Source: an optimization exercise on an open RTL-to-GDS flow (aim: small area). Production flows keep margins and buffers that such runs may drop.
Where RTL was checked, it was by simulation tests only, not by an equivalence proof against the original.
Power and IR drop assume default switching activity.

## P
Design project, start of the top module:
module project(
	CLOCK_50,
	KEY,
	SW,
	plot,
	x,
	y,
	colour,
	HEX0,
	HEX1,
	HEX2
	);
	input          CLOCK_50;
	input  [9:0]   SW;
	input  [3:0]   KEY;
	output reg     plot;
	output [7:0]   x;
	output [6:0]   y;
	output reg [2:0] colour;
	output [6:0]   HEX0, HEX1, HEX2;
	wire clk = CLOCK_50;
	wire rn  = KEY[0];
	localparam S_CLR = 5'd0,  S_ENT = 5'd1,  S_BG  = 5'd2,
	           S_C1  = 5'd3,  S_C2  = 5'd4,  S_C21 = 5'd5,  S_C3  = 5'd6,
	           S_C4  = 5'd7,  S_C5  = 5'd8,  S_C6  = 5'd9,  S_C61 = 5'd10,
	           S_C7  = 5'd11, S_C8  = 5'd12, S_C9  = 5'd13, S_C91 = 5'd14,
	           S_C10 = 5'd15, S_C11 = 5'd16, S_C12 = 5'd17, S_HUM = 5'd18,
	           S_CRU = 5'd19, S_END = 5'd20;
	reg [4:0] st;
	reg [3:0] ph;
	reg [7:0] u;
	reg [6:0] v;
	reg [6:0] x1, x2, x6, x11;
	reg r2, r6;                   
	reg [7:0] x9, x10;            
	reg [6:0] y9, y10;
	reg [7:0] hx;                 
	reg [6:0] hy;
	reg [1:0] hq;                 
	reg [2:0] hcol;               
	reg fr1, frL, fe10;           
	reg level_up, crushed, endgame;
	reg right, down, right1, down1;
	reg [7:0] cxr;                
	wire iscar = (st >= S_C1) && (st <= S_C12);
	wire ismoto = (st == S_C9) || (st == S_C91) || (st == S_C10);
	wire iswide = (st == S_C2) || (st == S_C21) || (st == S_C6) || (st == S_C61);
	wire active = iscar && ((st < S_C9) || level_up);
	reg [6:0] cy;
	reg [2:0] ccol;
	reg [12:0] lterm;
	reg first;
	always @(*) begin
		cy = 7'd0; ccol = 3'd0; lterm = 13'd0;
		first = 1'b0;
		case (st)
		S_C1:  begin cy = 7'd27; ccol = 3'b001; lterm = 13'd168;  first = fr1; end
		S_C2,
		S_C21: begin cy = 7'd60; ccol = 3'b010; lterm = 13'd420; end
		S_C3:  begin cy = 7'd90; ccol = 3'b011; lterm = 13'd420;  first = fr1; end
		S_C4:  begin cy = 7'd27; ccol = 3'b100; lterm = 13'd84;   first = fr1; end
		S_C5:  begin cy = 7'd27; ccol = 3'b101; lterm = 13'd168;  first = fr1; end
		S_C6,
		S_C61: begin cy = 7'd60; ccol = 3'b110; lterm = 13'd420; end
		S_C7:  begin cy = 7'd90; ccol = 3'b111; lterm = 13'd420;  first = fr1; end
		S_C8:  begin cy = 7'd90; ccol = 3'b001; lterm = 13'd4170; first = fr1; end
		S_C9:  begin cy = y9;  ccol = 3'b110; lterm = 13'd167; first = frL; end
		S_C91: begin cy = y9;  ccol = 3'b110; lterm = 13'd167; end
		S_C10: begin cy = y10; ccol = 3'b110; lterm = 13'd167; first = frL; end
  ...
For scale: roughly 2500 cells after synthesis, about 170 flip-flops, ~55 I/O pins, about 0.016 mm2 of cells after synthesis.
export LEC_CHECK = 0
export ABC_AREA = 1
export CAP_MARGIN = 20
export CORE_MARGIN = 2
export CORE_UTILIZATION = 40
export CTS_BUF_LIST = sky130_fd_sc_hd__clkbuf_8
export SLEW_MARGIN = 20
create_clock -name core_clock -period 10.0 [get_ports {CLOCK_50}]
standard.sh (not shown) runs the stock make flow with config.mk's settings and CLKGATE_MAP_FILE= SYNTH_SCRIPT=/design/flow/synth_recipe.tcl, a recipe that flattens the netlist after the stock synthesis.
==> flow/flow/run.sh <==
#!/bin/bash
# The standard layout (standard.sh, unchanged synthesis and steps), with
# three options passed through the environment:
#  - port buffers use the smallest buffer cell instead of clkdlybuf4s50_1;
#  - clock tree synthesis inserts no dummy loads;
#  - after floorplanning, combinational cells are set to drive strength 1
#    (flow/downsize.tcl); later repair steps size up where needed.
set -e
export BUFFER_PORTS_ARGS="-buffer_cell sky130_fd_sc_hd__buf_1"
export CTS_ARGS="-sink_clustering_enable -repair_clock_nets -buf_list sky130_fd_sc_hd__clkbuf_8 -dont_use_dummy_load"
export POST_FLOORPLAN_TCL="$(pwd)/flow/downsize.tcl"
bash standard.sh > standard.log 2>&1
==> flow/flow/downsize.tcl <==
# POST_FLOORPLAN hook: swap the combinational cells that synthesis mapped
# at a higher drive strength to drive strength 1.  Registers, clock and
# port buffers are not touched; the placement and timing repair steps
# size cells up again where slew, capacitance or timing need it.
set db [ord::get_db]
set block [ord::get_db_block]
set n 0
foreach inst [$block getInsts] {
  set name [[$inst getMaster] getName]
  if {[regexp {^(sky130_fd_sc_hd__(?:inv|nand2|nand3|nand4|nor2|nor3|nor4|and2|and3|and4|or2|or3|or4|a21oi|a31oi|o21ai|o21bai|a21o|o21a|a22oi|o22ai|a211oi|o211ai|xor2|xnor2|a2bb2oi|o2bb2ai|a221oi|o221ai|a32oi|o32ai|a41oi|o41ai|a311oi|o311ai|a2111oi|o2111ai|nand2b|nor2b|and2b|or2b)_)([0-9]+)$} $name -> base drv]} {
    if {$drv > 1} {
      set m [$db findMaster "${base}1"]
      if {$m != "NULL"} {
        $inst swapMaster $m
        incr n
      }
    }
  }
}
puts "downsize: swapped $n cells to drive strength 1"
Here is what was changed in the inputs of Q compared with P.
--- a/flow/design.v
+++ b/flow/design.v
@@ -251,20 +251,19 @@
 		end
 	end
 	always @(posedge clk) begin
 		if (iscar && ph == 4'd0) cxr <= pmux;
 		else if (newxy) cxr <= nx;
 	end
 	always @(posedge clk) begin
-		if (!rn) hcol <= 3'b000;
-		else if (st == S_HUM && u >= 8'd1 && u <= 8'd8) hcol <= 3'b000;
+		if (st == S_HUM && u >= 8'd1 && u <= 8'd8) hcol <= 3'b000;
 		else hcol <= SW[6:4];
 	end
 	reg [4:0] sc;           
-	reg pv, pr, pdv, pd;    
+	reg pv, pdv;            
 	reg [2:0] hf;           
 	reg phit;
 	reg [3:0] cidx;
 	always @(*) begin
 		case (st)
 		S_C1: cidx = 4'd0;
 		S_C4: cidx = 4'd1;
@@ -345,44 +344,42 @@
 	wire inp = (sd == 9'h1FF) || (!sneg && (g2 ? (sdl <= 8'd15) : (sdl <= 8'd7)));
 	wire eqw = !sneg && (g2 ? (sdl == 8'd16) : (sdl == 8'd8));
 	wire eqm3 = (sd == 9'h1FD);
 	wire sf1 = srl && eqw;
 	wire sf0 = srl && eqm3;
 	wire sdt = sdtop && in0;
 	wire sdb = sdbot && in0;
-	wire first_step = (sk == 4'd0);
-	wire pv0  = first_step ? ((sx <= 8'd26) || (sx >= 8'd130)) : pv;
-	wire pr0  = first_step ? (sx <= 8'd26) : pr;
-	wire pdv0 = first_step ? ((sy == 7'd24) || (sy == 7'd103)) : pdv;
-	wire pd0  = first_step ? (sy == 7'd24) : pd;
-	wire pv1  = pv0 || sf1 || sf0;
-	wire pr1  = sf1 ? 1'b1 : sf0 ? 1'b0 : pr0;
-	wire pdv1 = pdv0 || sdt || sdb;
-	wire pd1  = sdt ? 1'b0 : sdb ? 1'b1 : pd0;
+	wire rf_in = (sk == 4'd9) ? 1'b0 : pv;
+	wire df_in = (sk == 4'd9) ? 1'b0 : pdv;
+	wire fr = sf1 || sf0;
+	wire fd = sdt || sdb;
+	wire last_step = (sk == 4'd0);
+	wire wr_r = !rf_in && (fr || (last_step && ((sx <= 8'd26) || (sx >= 8'd130))));
+	wire val_r = fr ? sf1 : (sx <= 8'd26);
+	wire wr_d = !df_in && (fd || (last_step && ((sy == 7'd24) || (sy == 7'd103))));
+	wire val_d = fd ? sdb : (sy == 7'd24);
 	wire scan_on = (sc != 5'd31) && !crstep;
 	always @(posedge clk) begin
 		if (!rn) begin
 			sc <= 5'd31;
 			right <= 1'b1; down <= 1'b1; right1 <= 1'b1; down1 <= 1'b1;
 		end else if (newxy) begin
 			sc <= 5'd10;
 		end else if (crstep) begin
-			sc <= 5'd0;
+			sc <= 5'd9;
 		end else if (scan_on) begin
-			pv <= pv1; pr <= pr1; pdv <= pdv1; pd <= pd1;
-			if (sk == 4'd9) begin
-				sc <= sm ? 5'd31 : 5'd16;
-				if (sm) begin
-					if (pv1) right1 <= pr1;
-					if (pdv1) down1 <= pd1;
-				end else begin
-					if (pv1) right <= pr1;
-					if (pdv1) down <= pd1;
-				end
-			end else sc <= sc + 1'b1;
+			pv <= rf_in || fr; pdv <= df_in || fd;
+			if (wr_r) begin
+				if (sm) right1 <= val_r; else right <= val_r;
+			end
+			if (wr_d) begin
+				if (sm) down1 <= val_d; else down <= val_d;
+			end
+			if (last_step) sc <= sm ? 5'd31 : 5'd25;
+			else sc <= sc - 1'b1;
 		end
 	end
 	wire hvalid = slw && gok;
 	wire [2:0] hf1 = (u == 8'd0 ? 3'b000 : hf) | {3{hvalid}} & {inp, in0, inm};
 	wire nlane = (nhy >= 7'd27 && nhy <= 7'd31) || (nhy >= 7'd45 && nhy <= 7'd49) ||
 	             (nhy >= 7'd60 && nhy <= 7'd64) || (nhy >= 7'd75 && nhy <= 7'd79) ||
 	             (nhy >= 7'd90 && nhy <= 7'd94);
@@ -401,15 +398,15 @@
 	wire [6:0] hy1 = hy + 1'b1;
 	wire [7:0] hx1 = hx + 1'b1;
 	wire m9y  = (hy == y9)  || (hy1 == y9);
 	wire m10y = (hy == y10) || (hy1 == y10);
 	wire hit9  = (hx == x9)  || (hx1 == x9);
 	wire hit10 = (hx == x10) || (hx1 == x10);
 	wire mhit = level_up && !L11 && !L12 && (m9y ? hit9 : (m10y && hit10));
-	wire egame = level_up && !L11 && !L12 && !m9y && !m10y && (hx == 8'd133) && (hy == 7'd21);
+	wire egame = level_up && !m9y && !m10y && (hx == 8'd133) && (hy == 7'd21);
 	always@(posedge clk)
 	begin
 		if(!rn)
 			level_up<= 1'b0;
 		else if((hx == 8'd133) && (hy == 7'd102))
 			level_up <= 1'b1;
 	end
Notes after the runs:
Final cell area: Q above P
The overall die area of P and that of Q are within noise of each other.
Per the comparison of Q with P, share of final layout cell area taken by clock buffers and inverters roughly the same, final cell utilization of the core roughly the same.
On global routing usage on met2: between P and Q, it ends up lower for Q.
Switching power as a share of total power is lower on Q
The final-layout worst hold slack of Q falls short of that of P by 17 ps.
Sort P and Q by routability-driven placement congestion ratio, ascending, and P comes first.
Function not checked in Q: the RTL went through the layout flow alone.

## port drivers added, routing unchanged
Ports are ideal in the flow. The routed layouts listed here were re-timed in OpenROAD. Step 1 (the two cells are an assumption about what drives the block):
set clk [get_ports {CLOCK_50}]
set_driving_cell -lib_cell sky130_fd_sc_hd__clkbuf_16 $clk
set_driving_cell -lib_cell sky130_fd_sc_hd__buf_2 [delete_from_list [all_inputs] $clk]
Step 2 also shifts input and output timing later by t, the mid clock arrival at the registers, as if the neighbouring blocks saw the same clock. a / b / c = ideal / step 1 / step 2; a / b = the first two.
run	t, ns	setup slack, ns	hold slack, ns	worst setup path at the end	worst register clock-pin slew, ns
P	0.596	1.345 / 1.345 / 1.345	0.472 / 0.472 / 0.472	register to register	0.10 / 0.10
Q	0.559	1.603 / 1.603 / 1.603	0.454 / 0.454 / 0.454	register to register	0.10 / 0.10
After both steps setup and hold are still met in every run listed.
